Source: an optimization exercise on an open RTL-to-GDS flow (aim: small area). Production flows keep margins and buffers that such runs may drop.
In this exercise RTL edits were held to simulation tests only and were not proved equivalent to the original.
No run shown here takes its clock network from TritonCTS; it comes from the design's own scripts or RTL.
The clock port is modelled as an ideal driver, which makes a skipped or thinned clock tree look cheaper than it is; a real chip needs a root buffer or a tree.
Power is estimated from default activity; no workload was simulated.

## flow/design.v

```verilog
module hit_table (input logic ins, input logic [2:0] row, input logic [2:0] col, output logic [3:0] code);
always_comb
    if (!ins) code = 4'b0000;
    else case ({row, col})
        6'd0: code = 4'b1100;
        6'd1: code = 4'b0101;
        6'd2: code = 4'b0101;
        6'd3: code = 4'b0101;
        6'd4: code = 4'b0101;
        6'd5: code = 4'b0101;
        6'd6: code = 4'b0101;
        6'd7: code = 4'b1110;
        6'd8: code = 4'b1000;
        6'd9: code = 4'b1100;
        6'd10: code = 4'b0101;
        6'd11: code = 4'b0101;
        6'd12: code = 4'b0101;
        6'd13: code = 4'b0101;
        6'd14: code = 4'b1110;
        6'd15: code = 4'b1010;
        6'd16: code = 4'b1000;
        6'd17: code = 4'b1000;
        6'd18: code = 4'b1100;
        6'd19: code = 4'b0101;
        6'd20: code = 4'b0101;
        6'd21: code = 4'b1110;
        6'd22: code = 4'b1010;
        6'd23: code = 4'b1010;
        6'd24: code = 4'b1000;
        6'd25: code = 4'b1000;
        6'd26: code = 4'b1000;
        6'd27: code = 4'b1100;
        6'd28: code = 4'b1110;
        6'd29: code = 4'b1010;
        6'd30: code = 4'b1010;
        6'd31: code = 4'b1010;
        6'd32: code = 4'b1101;
        6'd33: code = 4'b1101;
        6'd34: code = 4'b1101;
        6'd35: code = 4'b1101;
        6'd36: code = 4'b0001;
        6'd37: code = 4'b0001;
        6'd38: code = 4'b0001;
        6'd39: code = 4'b0001;
        6'd40: code = 4'b1101;
        6'd41: code = 4'b1101;
        6'd42: code = 4'b1101;
        6'd43: code = 4'b0110;
        6'd44: code = 4'b0110;
        6'd45: code = 4'b0001;
        6'd46: code = 4'b0001;
        6'd47: code = 4'b0001;
        6'd48: code = 4'b1101;
        6'd49: code = 4'b1101;
        6'd50: code = 4'b0110;
        6'd51: code = 4'b0110;
        6'd52: code = 4'b0110;
        6'd53: code = 4'b0110;
        6'd54: code = 4'b0001;
        6'd55: code = 4'b0001;
        6'd56: code = 4'b1101;
        6'd57: code = 4'b0110;
        6'd58: code = 4'b0110;
        6'd59: code = 4'b0110;
        6'd60: code = 4'b0110;
        6'd61: code = 4'b0110;
        6'd62: code = 4'b0110;
        6'd63: code = 4'b0001;
        default: code = 4'b0000;
    endcase
endmodule
module sprite_rom (
    input logic ins,
    input logic left,
    input logic right,
    input logic up,
    input logic [4:0] row,
    input logic [4:0] col,
    output logic [3:0] idx
);
wire new_n19, new_n20, new_n21, new_n22, new_n23, new_n24, new_n25,
    new_n26, new_n27, new_n28, new_n29, new_n30, new_n31, new_n32, new_n33,
    new_n34, new_n35, new_n36, new_n37, new_n38, new_n39, new_n40, new_n41,
    new_n42, new_n43, new_n44, new_n45, new_n46, new_n47, new_n48, new_n49,
    new_n50, new_n51, new_n52, new_n53, new_n54, new_n55, new_n56, new_n57,
    new_n58, new_n59, new_n60, new_n61, new_n62, new_n63, new_n64, new_n65,
    new_n66, new_n67, new_n68, new_n69, new_n70, new_n71, new_n72, new_n73,
    new_n74, new_n75, new_n76, new_n77, new_n78, new_n79, new_n80, new_n81,
    new_n82, new_n83, new_n84, new_n85, new_n86, new_n87, new_n88, new_n89,
    new_n90, new_n91, new_n92, new_n93, new_n94, new_n95, new_n96, new_n97,
    new_n98, new_n99, new_n100, new_n101, new_n102, new_n103, new_n104,
    new_n105, new_n106, new_n107, new_n108, new_n109, new_n110, new_n111,
    new_n112, new_n113, new_n114, new_n115, new_n116, new_n117, new_n118,
    new_n119, new_n120, new_n121, new_n122, new_n123, new_n124, new_n125,
    new_n126, new_n127, new_n128, new_n129, new_n130, new_n131, new_n132,
    new_n133, new_n134, new_n135, new_n136, new_n137, new_n138, new_n139,
    new_n140, new_n141, new_n142, new_n143, new_n144, new_n145, new_n146,
    new_n147, new_n148, new_n149, new_n150, new_n151, new_n152, new_n153,
    new_n154, new_n155, new_n156, new_n157, new_n158, new_n159, new_n160,
    new_n161, new_n162, new_n163, new_n164, new_n165, new_n166, new_n167,
    new_n168, new_n169, new_n170, new_n171, new_n172, new_n173, new_n174,
    new_n175, new_n176, new_n177, new_n178, new_n179, new_n180, new_n181,
    new_n182, new_n183, new_n184, new_n185, new_n186, new_n187, new_n188,
    new_n189, new_n190, new_n191, new_n192, new_n193, new_n194, new_n195,
    new_n196, new_n197, new_n198, new_n199, new_n200, new_n201, new_n202,
    new_n203, new_n204, new_n205, new_n206, new_n207, new_n208, new_n210,
    new_n211, new_n212, new_n213, new_n214, new_n215, new_n216, new_n217,
    new_n218, new_n219, new_n220, new_n221, new_n222, new_n223, new_n224,
    new_n225, new_n226, new_n227, new_n228, new_n229, new_n230, new_n231,
    new_n232, new_n233, new_n234, new_n235, new_n236, new_n237, new_n238,
    new_n239, new_n240, new_n241, new_n242, new_n243, new_n244, new_n245,
    new_n246, new_n247, new_n248, new_n249, new_n250, new_n251, new_n252,
    new_n253, new_n254, new_n255, new_n256, new_n257, new_n258, new_n259,
    new_n260, new_n261, new_n262, new_n263, new_n264, new_n265, new_n266,
    new_n267, new_n269, new_n270, new_n271, new_n272, new_n273, new_n274,
    new_n275, new_n276, new_n277, new_n278, new_n279, new_n280, new_n281,
    new_n282, new_n283, new_n284, new_n285, new_n286, new_n287, new_n288,
    new_n289, new_n290, new_n292, new_n293, new_n294, new_n295, new_n296,
    new_n297, new_n298, new_n299, new_n300, new_n301, new_n302, new_n303,
    new_n304, new_n305, new_n306, new_n307, new_n308, new_n309, new_n310,
    new_n311, new_n312, new_n313, new_n314, new_n315, new_n316, new_n317,
    new_n318, new_n319;
  assign new_n19 = ~row[2] & ~row[1];
  assign new_n20 = row[4] & row[3];
  assign new_n21 = col[3] & ~col[2];
  assign new_n22 = ~col[3] & col[2];
  assign new_n23 = ~new_n21 & ~new_n22;
  assign new_n24 = col[2] & ~col[1];
  assign new_n25 = ~col[2] & col[1];
  assign new_n26 = ~new_n24 & ~new_n25;
  assign new_n27 = ~new_n23 & new_n26;
  assign new_n28 = ~col[4] & col[3];
  assign new_n29 = col[4] & ~col[3];
  assign new_n30 = ~new_n28 & ~new_n29;
  assign new_n31 = ~new_n27 & ~new_n30;
  assign new_n32 = ~col[0] & ~new_n29;
  assign new_n33 = col[0] & ~new_n28;
  assign new_n34 = ~new_n32 & ~new_n33;
  assign new_n35 = ~new_n31 & ~new_n34;
  assign new_n36 = up & col[4];
  assign new_n37 = col[1] & new_n36;
  assign new_n38 = col[1] & ~col[0];
  assign new_n39 = ~col[1] & col[0];
  assign new_n40 = ~new_n38 & ~new_n39;
  assign new_n41 = ~new_n36 & ~new_n40;
  assign new_n42 = ~new_n37 & ~new_n41;
  assign new_n43 = new_n27 & new_n42;
  assign new_n44 = up & ~new_n30;
  assign new_n45 = ~new_n43 & new_n44;
  assign new_n46 = new_n35 & ~new_n45;
  assign new_n47 = ~row[1] & new_n43;
  assign new_n48 = new_n46 & ~new_n47;
  assign new_n49 = new_n20 & ~new_n48;
  assign new_n50 = ~row[2] & new_n20;
  assign new_n51 = ~up & ~col[3];
  assign new_n52 = new_n38 & ~new_n51;
  assign new_n53 = new_n39 & new_n51;
  assign new_n54 = ~new_n26 & ~new_n53;
  assign new_n55 = ~new_n52 & new_n54;
  assign new_n56 = row[1] & ~new_n55;
  assign new_n57 = new_n50 & ~new_n56;
  assign new_n58 = row[2] & row[1];
  assign new_n59 = row[2] & ~new_n55;
  assign new_n60 = ~new_n58 & ~new_n59;
  assign new_n61 = ~new_n57 & new_n60;
  assign new_n62 = new_n49 & ~new_n61;
  assign new_n63 = up & ~row[2];
  assign new_n64 = new_n20 & new_n63;
  assign new_n65 = new_n43 & new_n64;
  assign new_n66 = ~new_n62 & ~new_n65;
  assign new_n67 = ~row[1] & ~row[0];
  assign new_n68 = ~new_n46 & ~new_n67;
  assign new_n69 = row[4] & ~row[3];
  assign new_n70 = row[2] & new_n69;
  assign new_n71 = ~new_n26 & new_n42;
  assign new_n72 = ~new_n23 & ~new_n71;
  assign new_n73 = row[1] & row[0];
  assign new_n74 = up & row[1];
  assign new_n75 = ~new_n73 & ~new_n74;
  assign new_n76 = new_n72 & new_n75;
  assign new_n77 = new_n70 & ~new_n76;
  assign new_n78 = new_n68 & new_n77;
  assign new_n79 = new_n66 & ~new_n78;
  assign new_n80 = ~new_n19 & ~new_n79;
  assign new_n81 = new_n35 & ~new_n71;
  assign new_n82 = up & ~new_n81;
  assign new_n83 = ~new_n23 & new_n35;
  assign new_n84 = ~new_n82 & ~new_n83;
  assign new_n85 = ~new_n30 & ~new_n72;
  assign new_n86 = new_n84 & ~new_n85;
  assign new_n87 = ~up & new_n23;
  assign new_n88 = ~new_n46 & new_n75;
  assign new_n89 = up & row[0];
  assign new_n90 = ~row[2] & ~new_n89;
  assign new_n91 = new_n88 & new_n90;
  assign new_n92 = ~new_n23 & ~new_n40;
  assign new_n93 = col[3] & ~col[1];
  assign new_n94 = ~col[3] & col[1];
  assign new_n95 = ~new_n93 & ~new_n94;
  assign new_n96 = ~up & new_n95;
  assign new_n97 = ~new_n92 & new_n96;
  assign new_n98 = new_n91 & ~new_n97;
  assign new_n99 = new_n87 & new_n98;
  assign new_n100 = ~new_n87 & ~new_n91;
  assign new_n101 = new_n69 & ~new_n100;
  assign new_n102 = ~new_n99 & new_n101;
  assign new_n103 = ~row[4] & row[3];
  assign new_n104 = ~row[2] & new_n103;
  assign new_n105 = ~new_n73 & new_n104;
  assign new_n106 = ~row[4] & ~new_n67;
  assign new_n107 = row[2] & new_n106;
  assign new_n108 = ~row[3] & new_n107;
  assign new_n109 = new_n73 & new_n108;
  assign new_n110 = ~new_n105 & ~new_n109;
  assign new_n111 = ~new_n84 & new_n104;
  assign new_n112 = new_n110 & ~new_n111;
  assign new_n113 = new_n67 & ~new_n72;
  assign new_n114 = new_n45 & ~new_n113;
  assign new_n115 = ~new_n72 & new_n84;
  assign new_n116 = ~new_n114 & ~new_n115;
  assign new_n117 = ~new_n112 & new_n116;
  assign new_n118 = new_n43 & ~new_n73;
  assign new_n119 = ~new_n67 & ~new_n118;
  assign new_n120 = ~row[2] & new_n119;
  assign new_n121 = new_n117 & new_n120;
  assign new_n122 = ~new_n102 & ~new_n121;
  assign new_n123 = ~new_n86 & ~new_n122;
  assign new_n124 = ~new_n80 & ~new_n123;
  assign new_n125 = ~up & new_n73;
  assign new_n126 = ~row[2] & ~new_n73;
  assign new_n127 = ~row[4] & ~new_n126;
  assign new_n128 = ~row[3] & new_n127;
  assign new_n129 = ~new_n125 & new_n128;
  assign new_n130 = new_n85 & new_n129;
  assign new_n131 = ~new_n117 & ~new_n130;
  assign new_n132 = new_n71 & ~new_n131;
  assign new_n133 = new_n66 & ~new_n132;
  assign new_n134 = ~new_n87 & ~new_n133;
  assign new_n135 = ~left & ~right;
  assign new_n136 = ~new_n67 & new_n71;
  assign new_n137 = ~new_n84 & ~new_n136;
  assign new_n138 = ~new_n68 & ~new_n137;
  assign new_n139 = row[2] & new_n103;
  assign new_n140 = ~new_n138 & new_n139;
  assign new_n141 = new_n46 & new_n73;
  assign new_n142 = row[3] & new_n95;
  assign new_n143 = new_n73 & ~new_n142;
  assign new_n144 = ~up & ~new_n67;
  assign new_n145 = ~new_n92 & new_n144;
  assign new_n146 = ~new_n143 & new_n145;
  assign new_n147 = ~new_n141 & ~new_n146;
  assign new_n148 = ~new_n84 & new_n147;
  assign new_n149 = new_n84 & ~new_n147;
  assign new_n150 = ~new_n148 & ~new_n149;
  assign new_n151 = new_n140 & ~new_n150;
  assign new_n152 = ~new_n46 & new_n67;
  assign new_n153 = new_n151 & ~new_n152;
  assign new_n154 = new_n135 & ~new_n153;
  assign new_n155 = ~new_n134 & new_n154;
  assign new_n156 = new_n124 & new_n155;
  assign new_n157 = ~row[2] & new_n69;
  assign new_n158 = ~row[1] & new_n26;
  assign new_n159 = ~left & ~col[3];
  assign new_n160 = left & col[3];
  assign new_n161 = ~new_n159 & ~new_n160;
  assign new_n162 = ~new_n158 & new_n161;
  assign new_n163 = new_n157 & ~new_n162;
  assign new_n164 = ~row[1] & ~new_n95;
  assign new_n165 = new_n163 & ~new_n164;
  assign new_n166 = new_n143 & ~new_n161;
  assign new_n167 = row[3] & new_n107;
  assign new_n168 = ~new_n166 & new_n167;
  assign new_n169 = ~new_n165 & ~new_n168;
  assign new_n170 = new_n31 & ~new_n169;
  assign new_n171 = ~new_n135 & ~new_n170;
  assign new_n172 = ~new_n26 & new_n161;
  assign new_n173 = ~new_n35 & ~new_n172;
  assign new_n174 = new_n23 & new_n30;
  assign new_n175 = ~new_n26 & new_n40;
  assign new_n176 = new_n174 & ~new_n175;
  assign new_n177 = ~new_n107 & ~new_n176;
  assign new_n178 = ~new_n173 & ~new_n177;
  assign new_n179 = new_n103 & ~new_n178;
  assign new_n180 = ~new_n40 & ~new_n110;
  assign new_n181 = ~row[1] & new_n34;
  assign new_n182 = ~new_n31 & ~new_n181;
  assign new_n183 = new_n20 & ~new_n182;
  assign new_n184 = ~new_n135 & ~new_n183;
  assign new_n185 = ~new_n180 & new_n184;
  assign new_n186 = ~new_n179 & new_n185;
  assign new_n187 = ~new_n163 & new_n186;
  assign new_n188 = ~new_n171 & ~new_n187;
  assign new_n189 = row[4] & ~new_n58;
  assign new_n190 = ~new_n19 & new_n189;
  assign new_n191 = ~new_n23 & new_n190;
  assign new_n192 = new_n31 & ~new_n191;
  assign new_n193 = new_n70 & new_n192;
  assign new_n194 = ~new_n183 & ~new_n193;
  assign new_n195 = row[2] & ~new_n192;
  assign new_n196 = row[2] & ~row[1];
  assign new_n197 = new_n192 & ~new_n196;
  assign new_n198 = ~new_n70 & ~new_n197;
  assign new_n199 = ~new_n195 & new_n198;
  assign new_n200 = ~new_n194 & ~new_n199;
  assign new_n201 = row[3] & ~new_n67;
  assign new_n202 = ~new_n174 & new_n201;
  assign new_n203 = ~new_n175 & ~new_n202;
  assign new_n204 = new_n35 & ~new_n203;
  assign new_n205 = ~new_n110 & new_n204;
  assign new_n206 = ~new_n200 & ~new_n205;
  assign new_n207 = ~new_n188 & new_n206;
  assign new_n208 = ins & ~new_n207;
  assign idx[3] = ~new_n156 & new_n208;
  assign new_n210 = new_n73 & ~new_n87;
  assign new_n211 = ~new_n72 & new_n210;
  assign new_n212 = ~new_n98 & ~new_n211;
  assign new_n213 = new_n69 & ~new_n212;
  assign new_n214 = ~new_n140 & ~new_n213;
  assign new_n215 = new_n147 & ~new_n214;
  assign new_n216 = ~new_n87 & new_n215;
  assign new_n217 = new_n58 & ~new_n95;
  assign new_n218 = row[0] & new_n217;
  assign new_n219 = ~new_n63 & new_n69;
  assign new_n220 = ~new_n218 & new_n219;
  assign new_n221 = new_n85 & new_n220;
  assign new_n222 = ~new_n215 & new_n221;
  assign new_n223 = ~new_n71 & ~new_n119;
  assign new_n224 = new_n46 & ~new_n223;
  assign new_n225 = new_n157 & ~new_n211;
  assign new_n226 = ~new_n224 & new_n225;
  assign new_n227 = ~row[3] & row[2];
  assign new_n228 = ~row[1] & ~new_n89;
  assign new_n229 = ~new_n31 & new_n228;
  assign new_n230 = new_n227 & ~new_n229;
  assign new_n231 = new_n45 & new_n73;
  assign new_n232 = ~new_n230 & ~new_n231;
  assign new_n233 = ~col[1] & ~col[0];
  assign new_n234 = ~new_n96 & ~new_n233;
  assign new_n235 = new_n176 & ~new_n234;
  assign new_n236 = ~row[4] & ~new_n235;
  assign new_n237 = ~new_n232 & new_n236;
  assign new_n238 = ~new_n226 & ~new_n237;
  assign new_n239 = ~new_n72 & ~new_n84;
  assign new_n240 = ~new_n112 & ~new_n239;
  assign new_n241 = new_n238 & ~new_n240;
  assign new_n242 = new_n202 & ~new_n241;
  assign new_n243 = up & ~new_n60;
  assign new_n244 = new_n49 & ~new_n243;
  assign new_n245 = ~new_n60 & new_n244;
  assign new_n246 = ~new_n66 & ~new_n245;
  assign new_n247 = ~new_n130 & new_n135;
  assign new_n248 = ~new_n117 & new_n247;
  assign new_n249 = ~new_n151 & new_n248;
  assign new_n250 = ~new_n246 & new_n249;
  assign new_n251 = ~new_n242 & new_n250;
  assign new_n252 = ~new_n222 & new_n251;
  assign new_n253 = ~new_n216 & new_n252;
  assign new_n254 = ~new_n106 & new_n197;
  assign new_n255 = new_n31 & new_n128;
  assign new_n256 = ~new_n110 & ~new_n176;
  assign new_n257 = ~new_n255 & ~new_n256;
  assign new_n258 = new_n255 & new_n256;
  assign new_n259 = ~new_n257 & ~new_n258;
  assign new_n260 = ~new_n254 & new_n259;
  assign new_n261 = ~new_n50 & ~new_n69;
  assign new_n262 = ~new_n217 & ~new_n261;
  assign new_n263 = ~new_n163 & new_n262;
  assign new_n264 = new_n192 & new_n263;
  assign new_n265 = new_n171 & ~new_n264;
  assign new_n266 = ~new_n260 & new_n265;
  assign new_n267 = ins & ~new_n266;
  assign idx[2] = ~new_n253 & new_n267;
  assign new_n269 = new_n67 & new_n102;
  assign new_n270 = ~new_n57 & ~new_n77;
  assign new_n271 = ~new_n46 & ~new_n270;
  assign new_n272 = ~new_n269 & new_n271;
  assign new_n273 = new_n86 & ~new_n202;
  assign new_n274 = ~new_n112 & ~new_n273;
  assign new_n275 = ~new_n245 & new_n247;
  assign new_n276 = ~new_n274 & new_n275;
  assign new_n277 = ~new_n215 & new_n276;
  assign new_n278 = ~new_n272 & new_n277;
  assign new_n279 = ~new_n69 & ~new_n107;
  assign new_n280 = new_n192 & ~new_n279;
  assign new_n281 = ~new_n188 & new_n280;
  assign new_n282 = new_n95 & ~new_n161;
  assign new_n283 = new_n158 & new_n282;
  assign new_n284 = new_n200 & ~new_n283;
  assign new_n285 = ~new_n35 & new_n108;
  assign new_n286 = ~new_n135 & ~new_n285;
  assign new_n287 = ~new_n259 & new_n286;
  assign new_n288 = ~new_n284 & new_n287;
  assign new_n289 = ~new_n281 & new_n288;
  assign new_n290 = ins & ~new_n289;
  assign idx[1] = ~new_n278 & new_n290;
  assign new_n292 = new_n85 & new_n124;
  assign new_n293 = new_n43 & ~new_n75;
  assign new_n294 = ~new_n88 & ~new_n293;
  assign new_n295 = new_n227 & ~new_n294;
  assign new_n296 = ~new_n292 & new_n295;
  assign new_n297 = ~new_n86 & ~new_n211;
  assign new_n298 = ~new_n107 & ~new_n235;
  assign new_n299 = ~new_n297 & ~new_n298;
  assign new_n300 = new_n103 & ~new_n299;
  assign new_n301 = ~new_n73 & new_n86;
  assign new_n302 = ~new_n238 & ~new_n301;
  assign new_n303 = ~row[4] & ~new_n228;
  assign new_n304 = new_n85 & new_n303;
  assign new_n305 = new_n135 & ~new_n304;
  assign new_n306 = ~new_n244 & new_n305;
  assign new_n307 = ~new_n302 & new_n306;
  assign new_n308 = ~new_n300 & new_n307;
  assign new_n309 = ~new_n296 & new_n308;
  assign new_n310 = ~new_n31 & ~new_n58;
  assign new_n311 = ~new_n254 & ~new_n310;
  assign new_n312 = ~new_n127 & ~new_n163;
  assign new_n313 = ~new_n311 & new_n312;
  assign new_n314 = ~row[3] & ~new_n35;
  assign new_n315 = ~new_n313 & new_n314;
  assign new_n316 = new_n108 & ~new_n176;
  assign new_n317 = new_n186 & ~new_n316;
  assign new_n318 = ~new_n315 & new_n317;
  assign new_n319 = ins & ~new_n318;
  assign idx[0] = ~new_n309 & new_n319;
endmodule
module palette (
    input logic [3:0] idx,
    input logic mode_sel,
    input logic invert,
    output logic [7:0] rgb,
    output logic dr
);
wire new_n16, new_n17, new_n18, new_n19, new_n20, new_n22, new_n23,
    new_n24, new_n25, new_n26, new_n27, new_n29, new_n30, new_n31, new_n32,
    new_n33, new_n35, new_n36, new_n37, new_n38, new_n39, new_n40, new_n42,
    new_n43, new_n44, new_n45, new_n46, new_n47, new_n48, new_n50, new_n51,
    new_n52, new_n53, new_n55, new_n56, new_n57, new_n59, new_n61;
  assign new_n16 = ~idx[2] & ~idx[1];
  assign new_n17 = idx[3] & ~new_n16;
  assign new_n18 = idx[2] & idx[1];
  assign new_n19 = ~idx[0] & ~new_n18;
  assign new_n20 = ~idx[3] & ~new_n19;
  assign dr = new_n17 | new_n20;
  assign new_n22 = invert & dr;
  assign new_n23 = idx[0] & mode_sel;
  assign new_n24 = ~idx[3] & new_n23;
  assign new_n25 = new_n16 & new_n24;
  assign new_n26 = ~new_n17 & ~new_n18;
  assign new_n27 = ~new_n25 & new_n26;
  assign rgb[7] = new_n22 | ~new_n27;
  assign new_n29 = new_n18 & ~new_n23;
  assign new_n30 = idx[2] & ~new_n29;
  assign new_n31 = idx[0] & ~new_n30;
  assign new_n32 = idx[3] & ~invert;
  assign new_n33 = new_n31 & new_n32;
  assign rgb[6] = dr & ~new_n33;
  assign new_n35 = ~invert & new_n19;
  assign new_n36 = ~idx[1] & mode_sel;
  assign new_n37 = ~idx[2] & ~new_n36;
  assign new_n38 = ~invert & ~new_n37;
  assign new_n39 = rgb[6] & ~new_n38;
  assign new_n40 = ~new_n17 & ~new_n39;
  assign rgb[5] = ~new_n35 & ~new_n40;
  assign new_n42 = idx[3] & ~idx[1];
  assign new_n43 = ~invert & ~new_n42;
  assign new_n44 = dr & ~new_n43;
  assign new_n45 = ~idx[2] & idx[0];
  assign new_n46 = new_n17 & new_n45;
  assign new_n47 = ~new_n44 & ~new_n46;
  assign new_n48 = ~idx[3] & new_n29;
  assign rgb[4] = ~new_n47 | new_n48;
  assign new_n50 = ~idx[3] & idx[1];
  assign new_n51 = idx[0] & new_n50;
  assign new_n52 = ~new_n29 & ~new_n51;
  assign new_n53 = ~new_n48 & ~new_n52;
  assign rgb[3] = new_n44 | new_n53;
  assign new_n55 = idx[2] & new_n51;
  assign new_n56 = ~new_n42 & ~new_n55;
  assign new_n57 = dr & new_n56;
  assign rgb[2] = new_n22 | new_n57;
  assign new_n59 = new_n20 & ~new_n31;
  assign rgb[1] = ~new_n47 | new_n59;
  assign new_n61 = new_n29 & ~rgb[1];
  assign rgb[0] = new_n39 | new_n61;
endmodule
module Player_Block_T (
    input  logic        clk,
    input  logic        resetN,
    input  logic [10:0] pixelX,
    input  logic [10:0] pixelY,
    input  logic        startOfFrame,
    input  logic        up_key,
    input  logic        down_key,
    input  logic        left_key,
    input  logic        right_key,
    input  logic        column_collision,
    input  logic [1:0]  speed_level,
    input  logic        mode_sel,
    input  logic        game_on,
    input  logic        player_hit,
    input  logic        turbo_pulse,
    output logic [10:0] player_topLeftX,
    output logic [10:0] player_topLeftY,
    output logic        playerDR,
    output logic [7:0]  playerRGB,
    output logic        player_invulnerable
);
localparam logic [2:0] IDLE_ST = 3'd0, MOVE_ST = 3'd1, SOF_ST = 3'd2, CHG_ST = 3'd3, LIM_ST = 3'd4;
localparam logic [3:0] HIT_EMPTY = 4'b0010;
logic [2:0]  st;
logic [10:0] x;
logic [9:0]  y;
logic [10:1] x_hi;                      
logic [9:1]  y_hi;
logic        x_lo, y_lo;                
assign x = {x_hi, x_lo};
assign y = {y_hi, y_lo};
logic [1:0]  spd;                       
logic        f_up, f_dn, f_lf, f_rt;    
logic        ydir, xdir;                
logic [3:0]  hit;
logic [3:0]  hit_code;                  
logic [2:0] amt;                        
assign amt = (spd == 2'd1) ? 3'd3 : (spd == 2'd2) ? 3'd4 : 3'd2;
logic [10:0] dxm;
logic [9:0]  dym;
assign dxm = (f_lf | f_rt) ? (xdir ? {8'd0, amt} : -{8'd0, amt}) : 11'd0;
assign dym = (f_up | f_dn) ? (ydir ? {7'd0, amt} : -{7'd0, amt}) : 10'd0;
wire in_move  = (st == MOVE_ST);
wire hit_open = (hit[1:0] != 2'b11) && (hit != HIT_EMPTY);
logic [10:0] x_n;
logic [9:0]  y_n;
always_comb begin
    x_n = x;
    y_n = y;
    case (st)
        IDLE_ST: begin x_n = 11'd30; y_n = 10'd96; end
        SOF_ST: begin
            if (hit[3]) x_n = (x & ~11'h3f) | 11'd30;
            if (hit[2]) y_n = (y & ~10'h3f) | 10'd32;
        end
        CHG_ST: begin x_n = x + dxm; y_n = y + dym; end
        LIM_ST: begin
            if (x < 11'd30)   x_n = 11'd30;
            if (x > 11'd1182) x_n = 11'd1182;
            if (y < 10'd96)   y_n = 10'd96;
            if (y > 10'd864)  y_n = 10'd864;
        end
        default: ;
    endcase
end
always_ff @(posedge clk or negedge resetN)
    if (!resetN) begin
        st  <= IDLE_ST;
        spd <= 2'd0;
        x_hi <= 10'd0;
        y_hi <= 9'd0;
    end else begin
        x_hi <= x_n[10:1];
        y_hi <= y_n[9:1];
        case (st)
            IDLE_ST: if (game_on) st <= MOVE_ST;
            MOVE_ST: if (startOfFrame) st <= SOF_ST;
            SOF_ST:  st <= CHG_ST;
            CHG_ST:  begin spd <= speed_level; st <= LIM_ST; end
            default: st <= game_on ? MOVE_ST : IDLE_ST;
        endcase
    end
always_ff @(posedge clk) begin
    x_lo <= x_n[0];
    y_lo <= y_n[0];
end
always_ff @(posedge clk) begin
    if (st == IDLE_ST || st == CHG_ST) begin
        f_up <= 1'b0; f_dn <= 1'b0; f_lf <= 1'b0; f_rt <= 1'b0;
    end else if (in_move) begin
        if (up_key)    f_up <= 1'b1;
        if (down_key)  f_dn <= 1'b1;
        if (left_key)  f_lf <= 1'b1;
        if (right_key) f_rt <= 1'b1;
        if (down_key && !f_dn)       ydir <= 1'b1;
        else if (up_key && !f_up)    ydir <= 1'b0;
        if (right_key && !f_rt)      xdir <= 1'b1;
        else if (left_key && !f_lf)  xdir <= 1'b0;
    end
    if (st == IDLE_ST || st == SOF_ST)
        hit <= HIT_EMPTY;
    else if (in_move && column_collision) begin
        if (hit == HIT_EMPTY)
            hit <= hit_code;
        else if (hit_open && hit_code != hit && hit_code != 4'b0000)
            hit <= {hit[3] | hit_code[3], hit[2] | hit_code[2], 2'b11};
    end
end
assign player_topLeftX = {1'b0, x[10:1]};
assign player_topLeftY = {2'b0, y[9:1]};
logic [10:0] dx;
logic [9:0]  dy;
assign dx = {1'b0, pixelX[9:0]} - {1'b0, x[10:1]};
assign dy = {1'b0, pixelY[8:0]} - {1'b0, y[9:1]};
logic       ins;
logic [4:0] ox, oy;
always_ff @(posedge clk or negedge resetN)
    if (!resetN) ins <= 1'b0;
    else         ins <= (dx[10:5] == 6'd0) && (dy[9:5] == 5'd0);
always_ff @(posedge clk) begin
    ox <= dx[4:0];
    oy <= dy[4:0];
end
logic [3:0] idx_n, hc_n, col_idx;
sprite_rom rom (.ins(ins), .left(left_key), .right(right_key), .up(up_key),
                .row(oy), .col(ox), .idx(idx_n));
hit_table ht (.ins(ins), .row(oy[4:2]), .col(ox[4:2]), .code(hc_n));
always_ff @(posedge clk) begin
    col_idx  <= idx_n;
    hit_code <= hc_n;
end
logic [4:0] s;
always_ff @(posedge clk or negedge resetN)
    if (!resetN)          s <= 5'd0;
    else if (s == 5'd0)   begin if (player_hit) s <= 5'd1; end
    else if (s == 5'd22)  s <= 5'd0;
    else if (turbo_pulse) s <= s + 5'd1;
assign player_invulnerable = (s != 5'd0);
palette pal (.idx(col_idx), .mode_sel(mode_sel), .invert(s[0]),
             .dr(playerDR), .rgb(playerRGB));
endmodule
```

## flow/flow/run.sh

```bash
#!/bin/bash
# Layout flow: the standard synthesis; then an area-oriented re-mapping of the
# combinational logic only (every register instance is kept as synthesis made it);
# then the standard layout steps, with single-strength port buffers and a
# lighter clock tree (flow/cts_hook.tcl). Each tool's output goes to a log_*.log file here.
set -euo pipefail
HERE=$(pwd)
R=$HERE/orfs/results/sky130hd/Player_Block_T/base

# 1. standard synthesis, unchanged
bash standard.sh synth > log_1_standard_synth.log 2>&1
cp "$R/1_2_yosys.v" "$HERE/standard_1_2_yosys.v"

# 2. re-map the combinational logic for area (registers are black boxes here);
#    8 runs with different optimisation seeds, the smallest netlist is kept
bash flow/remap.sh "$HERE/standard_1_2_yosys.v" "$HERE/remapped_1_2_yosys.v" "$HERE/remap" 8 120 \
    > log_2_remap.log 2>&1
cp "$HERE/remapped_1_2_yosys.v" "$R/1_2_yosys.v"
touch "$R/1_2_yosys.v"

# 3. the rest of the standard layout
export BUFFER_PORTS_ARGS="-buffer_cell sky130_fd_sc_hd__buf_1"
export PRE_CTS_TCL="$HERE/flow/cts_hook.tcl"
export FLOW_CLK_K=4
export FLOW_CLK_SLEW_PS=105
bash standard.sh > log_3_standard_layout.log 2>&1
```

## flow/flow/cts_hook.tcl

```tcl
rename clock_tree_synthesis __orfs_clock_tree_synthesis
proc clock_tree_synthesis { args } {
  set block [ord::get_db_block]
  set port_net [[$block findBTerm clk] getNet]
  set master [[ord::get_db] findMaster sky130_fd_sc_hd__clkbuf_4]
  set k $::env(FLOW_CLK_K)
  set pins {}
  foreach it [$port_net getITerms] {
    set loc [[$it getInst] getLocation]
    lappend pins [list $it [lindex $loc 0] [lindex $loc 1]]
  }
  set n [llength $pins]
  # k-means, seeded with pins spread along x+y order
  set sorted [lsort -integer -index 1 $pins]
  set cx {}; set cy {}
  for {set c 0} {$c < $k} {incr c} {
    set p [lindex $sorted [expr {int(($c + 0.5) * $n / $k)}]]
    lappend cx [lindex $p 1]; lappend cy [lindex $p 2]
  }
  for {set iter 0} {$iter < 50} {incr iter} {
    set assign {}
    foreach p $pins {
      set best 0; set bd 1e30
      for {set c 0} {$c < $k} {incr c} {
        set dx [expr {[lindex $p 1] - [lindex $cx $c]}]; set dy [expr {[lindex $p 2] - [lindex $cy $c]}]
        set d [expr {abs($dx) + abs($dy)}]
        if {$d < $bd} { set bd $d; set best $c }
      }
      lappend assign $best
    }
    for {set c 0} {$c < $k} {incr c} { set sx($c) 0; set sy($c) 0; set sn($c) 0 }
    foreach p $pins a $assign {
      set sx($a) [expr {$sx($a) + [lindex $p 1]}]; set sy($a) [expr {$sy($a) + [lindex $p 2]}]; incr sn($a)
    }
    set ncx {}; set ncy {}
    for {set c 0} {$c < $k} {incr c} {
      if {$sn($c) > 0} { lappend ncx [expr {$sx($c) / $sn($c)}]; lappend ncy [expr {$sy($c) / $sn($c)}] } else { lappend ncx [lindex $cx $c]; lappend ncy [lindex $cy $c] }
    }
    set cx $ncx; set cy $ncy
  }
  for {set c 0} {$c < $k} {incr c} {
    if {$sn($c) == 0} continue
    set buf [odb::dbInst_create $block $master clkbuf_leaf_$c]
    set net [odb::dbNet_create $block clknet_leaf_$c]
    $net setSigType CLOCK
    [$buf findITerm A] connect $port_net
    [$buf findITerm X] connect $net
    $buf setLocation [lindex $cx $c] [lindex $cy $c]
    $buf setPlacementStatus PLACED
    set nets($c) $net
  }
  foreach p $pins a $assign {
    set it [lindex $p 0]
    $it disconnect
    $it connect $nets($a)
  }
  set_propagated_clock [all_clocks]
  foreach size {8 16 none} {
    estimate_parasitics -placement
    set upsized 0
    for {set c 0} {$c < $k} {incr c} {
      if {$sn($c) == 0} continue
      set worst 0
      foreach it [$nets($c) getITerms] {
        if {[$it isOutputSignal]} continue
        set pin [get_pins [[$it getInst] getName]/[[$it getMTerm] getName]]
        set sl [expr {[get_property $pin slew_max] * 1000.0}]
        if {$sl > $worst} { set worst $sl }
      }
      set bufinst [$block findInst clkbuf_leaf_$c]
      puts "clock buffer $c ([[$bufinst getMaster] getName]) drives $sn($c) clock pins, worst slew [format %.1f $worst] ps"
      if {$worst > $::env(FLOW_CLK_SLEW_PS) && $size ne "none"} {
        $bufinst swapMaster [[ord::get_db] findMaster sky130_fd_sc_hd__clkbuf_$size]
        set upsized 1
      }
    }
    if {!$upsized} break
  }
  unset_propagated_clock [all_clocks]
}
```

## flow/flow/remap.abc

```
strash
&get -n
&deepsyn -T @T@ -S @SEED@
&put
dch -f
amap
topo
dnsize
```

## flow/flow/remap.sh

```bash
#!/bin/bash
# remap.sh IN.v OUT.v WORKDIR NSEEDS SECONDS
# Re-maps the combinational logic of IN.v for area NSEEDS times in parallel, each
# with its own seed for ABC's &deepsyn, and keeps the smallest result as OUT.v.
set -euo pipefail
IN=$1; OUT=$2; W=$3; NS=$4; T=$5
HERE=$(cd "$(dirname "$0")" && pwd)
LIB=$FLOW_HOME/platforms/sky130hd/lib/sky130_fd_sc_hd__tt_025C_1v80.lib
DU=$(grep -o 'cell *( *"\{0,1\}sky130_fd_sc_hd__\(lpflow\|probe\|fill\)[a-z0-9_]*' "$LIB" \
     | sed 's/.*sky130/sky130/' | sort -u | sed 's/^/-dont_use /' | tr '\n' ' ')
mkdir -p "$W"
for ((s = 0; s < NS; s++)); do
  sed -e "s|@SEED@|$s|g" -e "s|@T@|$T|g" "$HERE/remap.abc" > "$W/remap_$s.abc"
  sed -e "s|@LIB@|$LIB|g" -e "s|@DU@|$DU|" -e "s|@IN@|$IN|" \
      -e "s|@OUT@|$W/remapped_$s.v|" -e "s|@ABC@|$W/remap_$s.abc|" \
      "$HERE/remap.ys" > "$W/remap_$s.ys"
  (yosys -s "$W/remap_$s.ys" > "$W/log_remap_yosys_$s.log" 2>&1 || true) &
done
wait
best=""; best_area=""
for ((s = 0; s < NS; s++)); do
  a=$(grep 'Chip area' "$W/log_remap_yosys_$s.log" | tail -1 | grep -o '[0-9.]*$' || true)
  if [[ -n "$a" ]] && grep -q "Found and reported 0 problems" "$W/log_remap_yosys_$s.log"; then
    echo "seed $s: area $a"
    if [[ -z "$best" ]] || (( $(echo "$a < $best_area" | bc -l) )); then best=$s; best_area=$a; fi
  else
    echo "seed $s: failed"
  fi
done
[[ -n "$best" ]] || { echo "no re-mapping succeeded"; exit 1; }
echo "keeping seed $best (area $best_area)"
cp "$W/remapped_$best.v" "$OUT"
```

## flow/flow/remap.ys

```
# Re-map the combinational cells of the standard synthesis netlist for area.
# Register cells (and tie cells) stay black boxes, so they keep names and types.
read_liberty -ignore_miss_func @LIB@
blackbox sky130_fd_sc_hd__df* sky130_fd_sc_hd__edf* sky130_fd_sc_hd__sdf* sky130_fd_sc_hd__dl* sky130_fd_sc_hd__conb_1
read_verilog @IN@
hierarchy -top Player_Block_T
flatten
opt_clean
stat
abc -liberty @LIB@ @DU@ -script @ABC@
opt_clean -purge
hilomap -singleton -hicell sky130_fd_sc_hd__conb_1 HI -locell sky130_fd_sc_hd__conb_1 LO
splitnets
opt_clean -purge
stat -liberty @LIB@

write_verilog -noattr -noexpr -nohex -nodec @OUT@
# sanity check of the written netlist with the cells as black boxes
design -reset
read_liberty -lib @LIB@
read_verilog @OUT@
hierarchy -top Player_Block_T
check -assert
```

## flow/standard.sh

```bash
#!/bin/bash
# synth_recipe.tcl (not shown) runs the flow's synth.tcl, then flattens the netlist and writes it again
# the make line also repeats each setting of config.mk as NAME=value (left out here)
make -C /OpenROAD-flow-scripts/flow DESIGN_CONFIG=/design/flow/config.mk WORK_HOME=/design/flow/orfs CLKGATE_MAP_FILE= SYNTH_SCRIPT=/design/flow/synth_recipe.tcl "${@:-finish}"
```

## flow/config.mk

```make
export PLATFORM = sky130hd
export DESIGN_NAME = Player_Block_T
export DESIGN_NICKNAME = Player_Block_T
export VERILOG_FILES = /design/flow/design.v
export SDC_FILE = /design/flow/constraint.sdc
export NUM_CORES = 8
export LEC_CHECK = 0
export CAP_MARGIN = 20
export CORE_MARGIN = 2
export CORE_UTILIZATION = 65
export PLACE_DENSITY = 0.75
export SLEW_MARGIN = 20
```

## flow/constraint.sdc

```tcl
create_clock -name core_clock -period 10.0 [get_ports {clk}]
set_input_delay 2.0000 -clock core_clock [delete_from_list [all_inputs] [get_ports {clk}]]
set_output_delay 2.0000 -clock core_clock [all_outputs]
set_load 0.01 [all_outputs]
```

==> results of run 1 <==
==> sequential cells by signal (all words and copies together), names as in the netlist <==
register and count:
col_idx 4, f_dn 1, f_lf 1, f_rt 1
f_up 1, hit 4, hit_code 4, ins 1
ox 5, oy 5, s 5, spd 2
st 3, x_hi 10, x_lo 1, xdir 1
y_hi 9, y_lo 1, ydir 1
==> area by class of cell <==
class / instances / share of cell area [%]
well taps: 77 / 2.10
multi-input cells: 466 / 52.9
plain buffers: 4 / 1.31
inverters: 100 / 8.19
flip-flops and latches: 60 / 30.3
repair buffers: 62 / 5.19
==> placed cells by master, fill, tap and decap left out, types with 10 or more instances in the layout <==
cell      count
nand2_1      48
dfrtp_1      30
clkinv_1    100
nor3_1       26
nor2_1      139
o22ai_1      19
a21oi_1      48
o21ai_0      67
a31oi_1      12
nand3_1      10
buf_1        60
dfxtp_1      26
==> tightest hold or removal path, stage by stage, from the launching register on <==
cell     delay (ns)
dfxtp_1        0.35
nor2_1         0.05
nor2_1         0.07
==> power breakdown <==
part           internal, W  switching (W)
sequential        0.000324       0.000110
clock            0.0000415      0.0000605
combinational     0.000302       0.000644
total             0.000668       0.000815
==> metal layers <==
metal  GRT usage [%]  vias to the layer above  wire (um)
li1                -                     2381          -
met1            41.2                     2274       4760
met2            60.1                      331       5860
met3            2.56                       71       1000
met4            14.2                        0        620
met5               0                        -          0
==> final timing paths <==
| check | endpoint | slack [ns] | cells past startpoint |
|---|---|---|---|
| max in group asynchronous | x_hi[2]$_DFFE_PN0P_ | 7.56 | 1 |
| min | hit[0]$_SDFFE_PP0P_ | 0.50 | 2 |
| min in group asynchronous | x_hi[3]$_DFFE_PN0P_ | 1.91 | 1 |
| max | col_idx[2]$_DFF_P_ | 4.35 | 18 |
| max reg2reg | col_idx[0]$_DFF_P_ | 5.70 | 18 |
| min reg2reg | hit[0]$_SDFFE_PP0P_ | 0.50 | 2 |
==> stage by stage <==
stage	instance area, um^2	worst slack [ns]	power, W
5_1_grt	4580	4.22	0.00159
2_1_floorplan	4190	4.86	0.00108
6_report	4580	4.35	0.00148
4_1_cts	4580	4.42	0.00142
3_3_place_gp	4520	4.42	0.00132
3_5_place_dp	4520	4.45	0.00133
==> notes.md, run 1 <==
* Run status: finished clean
* Worst-margin pin slew at 0.799 ns
* Vias at 5,057
* Hold Path Origin: hit[0]$_SDFFE_PP0P_
* PD cells at 323 nW/um^2
* Core Area at 6280 um^2
* Maximum fanout along the worst path at 9
* Slew Limit Fails at 0
* Post-synthesis cell count at 624
* Synth Cell Area at 4180 um^2
* Cts hold-fix bufs at 0
* Most used cell, CP: nor2_1
* First-pass GRT wire length at 20,200 um
* IO buf count at 61
* VDD IR max at 0.218 mV
* Crit Path Class: input port to flop
* Synthesized area per cell at 6.70 um^2
* Footprint of the multi-input gates at 2420 um^2
* Routed vias/inst at 6.58
* RSZ-0062 raised after global routing: no
* Vias in the first global route at 4,532
* Gr ovfl total at 0
* DR pass1 iterations at 7
* Fin crit share at 56.5%
* Worst-path clk slew at 0.09 ns
* NumNets Final at 730
* Iteration-0 DRC count of the detailed router at 443
* Fin util at 73.0%
* Maximum capacitance violations at 0
* Hpwl dp at 9350 um
* Crit path from: up_key
* Die width at 84.2 um
* GRT Total Usage at 33.4%
* CP max stage delay at 0.40 ns
* CTS resizes at 0
* Pleak at 1.64 nW
* Initial antenna violation count at 0
* CP max stage cell: nor2_1
* Fmax at 177 MHz
* Crit path launch type: input port
* Setup tns final at 0 ns
* DP Cell Count at 765
* Largest net degree at the start of global routing at 31
* Worst hold path type: flop to flop
* R2R Path Start: ox[3]$_DFF_P_
* Top delay family on crit path: simple AND/OR/NAND/NOR gates
* GP Congestion at 1.06
* Final setup viols at 0
* CP Data Arrival Time at 5.69 ns
* Clock Latency Late Sink at 0.17 ns
* Initial Util at 66.6%
* Drc violations at 0
* Final Hold Vio Count at 0
* Antenna Cells at 0
* Layout Area Growth over Synthesis at 9.60%
* Cells along the critical path: buf_1, clkinv_1, o21ai_0, a21oi_1, nand2_1, clkinv_1, nor2_1, clkinv_1, nor3_1, clkinv_1, nor2_1, nor2_1, nor2_1, nor2_1, nor2_1, o221ai_1, a211oi_1, nor3_1
* Detail Route Antenna Nets at 0
* Setup Fix Bufs, Post-CTS at 0
* Die footprint at 7090 um^2
* FF/Latch Area at 1390 um^2
* Placement row count at 29
* IO Pins at 68
* Cell Count, Final, Fillers Out at 769
* Clk_skew at 0.0290 ns
* Synthesis Warnings at 2
* Layout cell share with drive strength beyond 1 at 0.867%
* Number of fill cells at 499
* Post-layout min period at 5.65 ns
* Hold Slack at 0.500 ns
* Drt total wl at 12,200 um
* Slew margin rel. at 46.7%
* Crit. End Element: flop
* Die Ht at 84.2 um
* Avg WL per Cell at 15.9 um
* Required @ worst endpoint at 10.04 ns
* Buffers & Inverters on Critical Path at 5
==> inputs of run 2 (changes only) <==
--- a/flow/flow/run.sh
+++ b/flow/flow/run.sh
@@ -12,14 +12,18 @@
 cp "$R/1_2_yosys.v" "$HERE/standard_1_2_yosys.v"
 
 # 2. re-map the combinational logic for area (registers are black boxes here);
-#    8 runs with different optimisation seeds, the smallest netlist is kept
-bash flow/remap.sh "$HERE/standard_1_2_yosys.v" "$HERE/remapped_1_2_yosys.v" "$HERE/remap" 8 120 \
-    > log_2_remap.log 2>&1
+#    8 runs with different optimisation seeds, the smallest netlist is kept;
+bash flow/remap.sh "$HERE/standard_1_2_yosys.v" "$HERE/remapped_r1.v" "$HERE/remap_r1" 8 120 \
+    > log_2_remap_round1.log 2>&1
+#    a second round starts from the first round's best netlist
+bash flow/remap.sh "$HERE/remapped_r1.v" "$HERE/remapped_1_2_yosys.v" "$HERE/remap_r2" 8 60 \
+    > log_2_remap_round2.log 2>&1
 cp "$HERE/remapped_1_2_yosys.v" "$R/1_2_yosys.v"
 touch "$R/1_2_yosys.v"
 
 # 3. the rest of the standard layout
 export BUFFER_PORTS_ARGS="-buffer_cell sky130_fd_sc_hd__buf_1"
+export SKIP_REPAIR_TIE_FANOUT=1
 export PRE_CTS_TCL="$HERE/flow/cts_hook.tcl"
 export FLOW_CLK_K=4
 export FLOW_CLK_SLEW_PS=105
--- a/flow/config.mk
+++ b/flow/config.mk
@@ -5,8 +5,10 @@
 export SDC_FILE = /design/flow/constraint.sdc
 export NUM_CORES = 8
 export LEC_CHECK = 0
+export ABC_AREA = 1
 export CAP_MARGIN = 20
 export CORE_MARGIN = 2
 export CORE_UTILIZATION = 65
+export GPL_TIMING_DRIVEN = 0
 export PLACE_DENSITY = 0.75
 export SLEW_MARGIN = 20
==> notes.md, run 2 <==
* Layout cell share with drive strength beyond 1 at 0.893% (+0.026 points)
* Reg with most FFs: x_hi
* Placement Cell Area at 4490 um^2 (-0.77%)
* Fmax at 161 MHz (-9.3%)
* Drt total wl at 12,200 um (-0.38%)
* Cts hold-fix bufs at 0 (unchanged)
* Crit. End Element: flop
* Final Hold Vio Count at 0 (unchanged)
* Antenna Cells at 0 (unchanged)
* Initial Util at 66.4% (-0.25 points)
* Comb pwr share at 60.9% (-2.9 points)
* Crit Path Class: input port to flop
* R2R Path Start: ox[3]$_DFF_P_
* Detail Route Antenna Nets at 0 (unchanged)
* CP Data Arrival Time at 6.27 ns (+0.58 ns)
* Design area at 4550 um^2 (-0.76%)
* Largest net degree at the start of global routing at 26 (-16%)
* Drc violations at 0 (unchanged)
* Routed vias/inst at 6.54 (-0.56%)
* Clock network power share at 7.6% (+0.7 points)
* Commonest non-fill, non-tap cell in the layout: nor2_1
* Die Ht at 83.8 um (-0.46%)
* Post-layout min period at 6.23 ns (+0.578 ns)
* Top delay family on crit path: compound AO/OA/AOI/OAI gates
* Initial antenna violation count at 0 (unchanged)
* Vias at 4,898 (-3.1%)
* Flop-to-flop setup slack at 4.32 ns (-1.38 ns)
* Hpwl dp at 9430 um (+0.89%)
* CP max stage delay at 0.45 ns (+0.05 ns)
* DR pass1 iterations at 6 (-1)
* Required @ worst endpoint at 10.05 ns (about the same)
* Die footprint at 7030 um^2 (-0.91%)
* Most used cell, CP: clkinv_1
* Maximum capacitance violations at 0 (unchanged)
* Worst R2R End: col_idx[0]$_DFF_P_
* RSZ-0062 raised after global routing: no
* PD cells at 296 nW/um^2 (-8.5%)
* First-pass GRT wire length at 19,900 um (-1.5%)
* CP max stage cell: a222oi_1
* Psw at 0.000727 W (-11%)
* Placement row count at 29 (unchanged)
* Synthesis Warnings at 2 (unchanged)
* Slew Limit Fails at 0 (unchanged)
* IO buf count at 61 (unchanged)
* Clk_skew at 0.0194 ns (-0.00960 ns)
* Post-synthesis cell count at 606 (-2.9%)
* IO Pins at 68 (unchanged)
* Layout Area Growth over Synthesis at 9.82%
* Slew margin rel. at 36.9% (-9.8 points)
* Most frequent cells in the layout: nor2_1, clkinv_1, o21ai_0
* Buffers & Inverters on Critical Path at 5 (unchanged)
* Fin util at 72.9% (-0.14 points)
* Worst-margin pin slew at 0.939 ns (+0.139 ns)
* Final setup viols at 0 (unchanged)
* Gr ovfl total at 0 (unchanged)
* Synth Cell Area at 4140 um^2 (-0.96%)
* Vias in the first global route at 4,502 (-0.66%)
* Clock Latency Late Sink at 0.16 ns (about the same)
* Crit path launch type: input port
* Synthesized area per cell at 6.84 um^2 (+2.0%)
* NumNets Final at 710 (-2.7%)
* Switching fraction of total power at 54.0% (-0.93 points)
* Cells along the critical path: buf_1, clkinv_1, o21ai_0, clkinv_1, o22ai_1, clkinv_1, nor2_1, clkinv_1, o41ai_1, o21ai_0, nand3_1, o21ai_0, a222oi_1, a221oi_1, o221a_1
* Hold Path Origin: ox[4]$_DFF_P_
* Worst hold path type: flop to flop
* Crit path capture: col_idx[0]$_DFF_P_
* Worst-path clk slew at 0.09 ns (about the same)
* Iteration-0 DRC count of the detailed router at 436 (-1.6%)
* Run status: finished clean
* Largest registers: x_hi (10), y_hi (9)
* R2R depth at 18 (unchanged)
* Crit path from: up_key
* Core Area at 6240 um^2 (-0.58%)
* Avg WL per Cell at 16.3 um (+2.3%)
* Die width at 83.8 um (-0.46%)
* CTS resizes at 0 (unchanged)
* Setup Fix Bufs, Post-CTS at 0 (unchanged)
* CP Depth at 15 (-3)
* Setup tns final at 0 ns (unchanged)
* Fin crit share at 62.3% (+5.8 points)
* VDD IR max at 0.196 mV (-9.9%)
* Sequential fraction of design power at 31.6% (+2.3 points)
* Max FFs per register at 10 (unchanged)
* GP Congestion at 1.02 (-3.8%)
* GRT Total Usage at 33.6% (+0.20 points)
* Pleak at 1.60 nW (-2.0%)
* Maximum fanout along the worst path at 8 (-1)
* Power Internal at 0.000619 W (-7.4%)
## run 2: worst register-to-register path, stage by stage, from the launching register on
cell,delay (ns)
dfxtp_1,0.39
clkinv_1,0.17
o22ai_1,0.35
clkinv_1,0.31
nor3_1,0.79
clkinv_1,0.39
o21ai_0,0.33
o21ai_0,0.16
o21ai_0,0.27
clkinv_1,0.37
a21oi_1,0.28
nor2_1,0.06
nor3_1,0.24
o21ai_0,0.28
nand3_1,0.16
o21ai_0,0.11
a222oi_1,0.45
a221oi_1,0.20
o221a_1,0.26
## run 2: routing by layer
| layer | vias to the layer above | track usage, % | share of wire (%) |
|---|---|---|---|
| li1 | 2335 | - | - |
| met5 | - | 0 | 0 |
| met1 | 2203 | 40.1 | 38 |
| met2 | 308 | 61.7 | 49 |
| met3 | 52 | 3.17 | 8.6 |
| met4 | 0 | 14.1 | 4.4 |
## run 2: how the worst min path moves through the flow
stage | end | slack, ns | cells past startpoint
4_1_cts | hit_code[2]$_SDFF_PN0_ | 0.48 | 1
5_1_grt | f_lf$_SDFFE_PP0P_ | 0.51 | 2
3_3_place_gp | f_lf$_SDFFE_PP0P_ | 0.46 | 2
2_1_floorplan | hit_code[2]$_SDFF_PN0_ | 0.44 | 1
6_report | hit_code[2]$_SDFF_PN0_ | 0.50 | 1
3_5_place_dp | hit_code[2]$_SDFF_PN0_ | 0.48 | 1
## run 2: power by group through the flow
stage	registers (W)	clock network [W]	logic (W)
2_1_floorplan	0.000405	0	0.000576
3_3_place_gp	0.000418	0	0.000768
3_5_place_dp	0.000424	0	0.000782
4_1_cts	0.000425	0.0000771	0.000791
5_1_grt	0.000433	0.000109	0.000896
6_report	0.000425	0.000102	0.000819
## run 2: cell type report
cell class	instances	area, um^2
plain buffers	4	60.1
inverters	92	345
flip-flops and latches	60	1390
multi-input cells	454	2410
fillers	504	1690
repair buffers	62	250
well taps	77	96.3
## run 2: stage by stage
stage / hold WS (ns) / cells / power (W) / setup slack (ns)
floorplan: 0.437 / 606 / 0.000981 / 5.27
global placement: 0.464 / 744 / 0.00119 / 3.65
detailed placement: 0.484 / 745 / 0.00121 / 3.84
CTS: 0.485 / 749 / 0.00129 / 3.81
global route: 0.510 / 749 / 0.00144 / 3.57
finish: 0.497 / 749 / 0.00135 / 3.77
==> inputs of run 3 (changes only) <==
--- a/flow/config.mk
+++ b/flow/config.mk
@@ -9,6 +9,5 @@
 export CAP_MARGIN = 20
 export CORE_MARGIN = 2
 export CORE_UTILIZATION = 65
-export GPL_TIMING_DRIVEN = 0
 export PLACE_DENSITY = 0.75
 export SLEW_MARGIN = 20
==> notes.md, run 3 <==
* Vias in the first global route at 4,750 (+5.5%)
* Fin crit share at 62.0% (-0.30 points)
* Slew margin rel. at 42.2% (+5.2 points)
* Hpwl dp at 10,100 um (+6.9%)
* Final setup viols at 0 (unchanged)
* Most used cell, CP: nor2_1
* Worst setup margin at 3.80 ns (+0.0297 ns)
* Iteration-0 DRC count of the detailed router at 605 (+39%)
* Gr ovfl total at 0 (unchanged)
* Post-layout min period at 6.20 ns (-0.0297 ns)
* Required @ worst endpoint at 10.06 ns (about the same)
* Worst-path clk slew at 0.11 ns (+0.02 ns)
* Fmax at 161 MHz (+0.48%)
* Initial Util at 66.5% (+0.075 points)
* VDD IR max at 0.251 mV (+28%)
* Cells along the critical path: buf_1, clkinv_1, o21ai_0, o21ai_0, o22ai_1, nor2_1, nand2_1, nor2_1, a21oi_1, nor2_1, o21ai_0, nor2_1, a41oi_1, nor2_1, a2111oi_0, a21oi_1, o221a_1
* Largest registers: x_hi (10), y_hi (9)
* Synthesis Warnings at 2 (unchanged)
* IO Pins at 68 (unchanged)
* PD cells at 304 nW/um^2 (+2.9%)
* Cts hold-fix bufs at 0 (unchanged)
* CP Data Arrival Time at 6.26 ns (about the same)
* Setup tns final at 0 ns (unchanged)
* Clock Latency Late Sink at 0.16 ns (about the same)
* Avg WL per Cell at 17.1 um (+4.8%)
* Detail Route Antenna Nets at 0 (unchanged)
* Crit path launch type: input port
* Die footprint at 7070 um^2 (+0.66%)
* Slew Limit Fails at 0 (unchanged)
* Setup Fix Bufs, Post-CTS at 0 (unchanged)
* NumNets Final at 721 (+1.5%)
* Core Area at 6280 um^2 (+0.58%)
* RSZ-0062 raised after global routing: no
* Post-synthesis cell count at 618 (+2.0%)
* DR pass1 iterations at 5 (-1)
* Routed vias/inst at 6.63 (+1.5%)
* Die Ht at 84.1 um (+0.33%)
* Worst hold path type: flop to flop
* Crit Path Class: input port to flop
* Commonest non-fill, non-tap cell in the layout: nor2_1
* Drt total wl at 13,000 um (+6.4%)
* Worst-margin pin slew at 0.845 ns (-0.0934 ns)
* CP max stage cell: a2111oi_0
* Layout cell share with drive strength beyond 1 at 0.732% (-0.16 points)
* CP max stage delay at 0.68 ns (+0.23 ns)
* Total power at 0.00139 W (+3.3%)
* CTS resizes at 0 (unchanged)
* Largest net degree at the start of global routing at 31 (+19%)
* Run status: finished clean
* Placement row count at 29 (unchanged)
* Die width at 84.1 um (+0.33%)
* Max FFs per register at 10 (unchanged)
* GRT Total Usage at 35.9% (+2.2 points)
* Clk_skew at 0.0306 ns (+0.0112 ns)
* Dpl ws at 3.77 ns (-0.0690 ns)
* Most frequent cells in the layout: nor2_1, clkinv_1, o21ai_0
* GP Congestion at 1.02 (+0.73%)
* Synth Cell Area at 4170 um^2 (+0.69%)
* Drc violations at 0 (unchanged)
* Crit. End Element: flop
* Final Hold Vio Count at 0 (unchanged)
* Pleak at 1.62 nW (+0.90%)
* Vias at 5,042 (+2.9%)
* Initial antenna violation count at 0 (unchanged)
* Maximum fanout along the worst path at 10 (+2)
* IO buf count at 61 (unchanged)
* Fin util at 72.8% (-0.10 points)
* Layout Area Growth over Synthesis at 9.54%
* Synthesized area per cell at 6.75 um^2 (-1.3%)
* First-pass GRT wire length at 21,300 um (+7.0%)
* Antenna Cells at 0 (unchanged)
* Reg with most FFs: x_hi
* Maximum capacitance violations at 0 (unchanged)
[run 3: per-layer routing]
metal / GRT usage, % / wire, um / up-vias
met2: 63.8 / 6280 / 340
met5: 0 / 0 / -
met4: 15.2 / 703 / 0
li1: - / - / 2356
met1: 44.3 / 4910 / 2262
met3: 3.46 / 1080 / 84
[run 3: area by class of cell]
type | instances | area, um^2
Inverter | 107 | 402
Multi-Input combinational cell | 451 | 2380
Sequential cell | 60 | 1390
Fill cell | 504 | 1710
Tap cell | 77 | 96.3
Buffer | 4 | 71.3
Timing Repair Buffer | 61 | 230
[run 3: power by group]
group	internal [W]	switching, W	total (W)
Combinational	0.000260	0.000598	0.000857
Clock	0.0000503	0.0000606	0.000111
Sequential	0.000322	0.000100	0.000422
[run 3: worst paths after layout]
kind	start	end	slack (ns)	cells past startpoint
max in group asynchronous	resetN	x_hi[10]$_DFFE_PN0P_	7.51	1
worst min register to register	f_up$_SDFFE_PP0P_	f_up$_SDFFE_PP0P_	0.49	2
min in group asynchronous	resetN	s[2]$_DFFE_PN0P_	1.92	1
worst max-delay path	up_key	col_idx[0]$_DFF_P_	3.80	17
worst max register to register	ox[3]$_DFF_P_	col_idx[0]$_DFF_P_	5.17	18
worst min-delay path	f_up$_SDFFE_PP0P_	f_up$_SDFFE_PP0P_	0.49	2
[run 3: critical path, delay by kind of cell]
kind            cells  cell delay (ns)
buf+inv             2             0.72
compound gates      9             2.94
simple gates        6             0.59
[run 3: per-stage QoR]
step	area [um^2]	hold WS (ns)	cells
6_report	4570	0.491	760
5_1_grt	4570	0.510	760
3_5_place_dp	4500	0.478	756
4_1_cts	4570	0.479	760
3_3_place_gp	4500	0.464	756
2_1_floorplan	4170	0.451	618

[port drivers added, routing unchanged]
In the flow no input, the clock included, has a driving cell. The finished layouts below were timed again as built, in two steps. Step 1 assumes that a clkbuf_16 drives the clock port and a buf_2 every other input. Step 2, shift: input delay + t, output delay - t, t = (earliest + latest rising clock arrival at the registers) / 2. This alone moves slack from input paths to output paths. Three values: ideal ports, drivers, drivers and shift; two values: the first two.
run | shift t [ns] | setup slack, ns | worst hold slack (ns) | clock arrival spread, ns
run 1 | 0.217 | 4.352 / 4.389 / 4.172 | 0.500 / 0.500 / 0.500 | 0.029 / 0.029
run 2 | 0.216 | 3.774 / 3.815 / 3.599 | 0.497 / 0.497 / 0.497 | 0.020 / 0.020
run 3 | 0.216 | 3.804 / 3.847 / 3.631 | 0.491 / 0.491 / 0.491 | 0.031 / 0.030
After both steps every run listed still meets setup and hold. For run 1, which loses most, drivers alone change the setup slack by +0.037 ns; drivers and shift together by -0.180 ns.
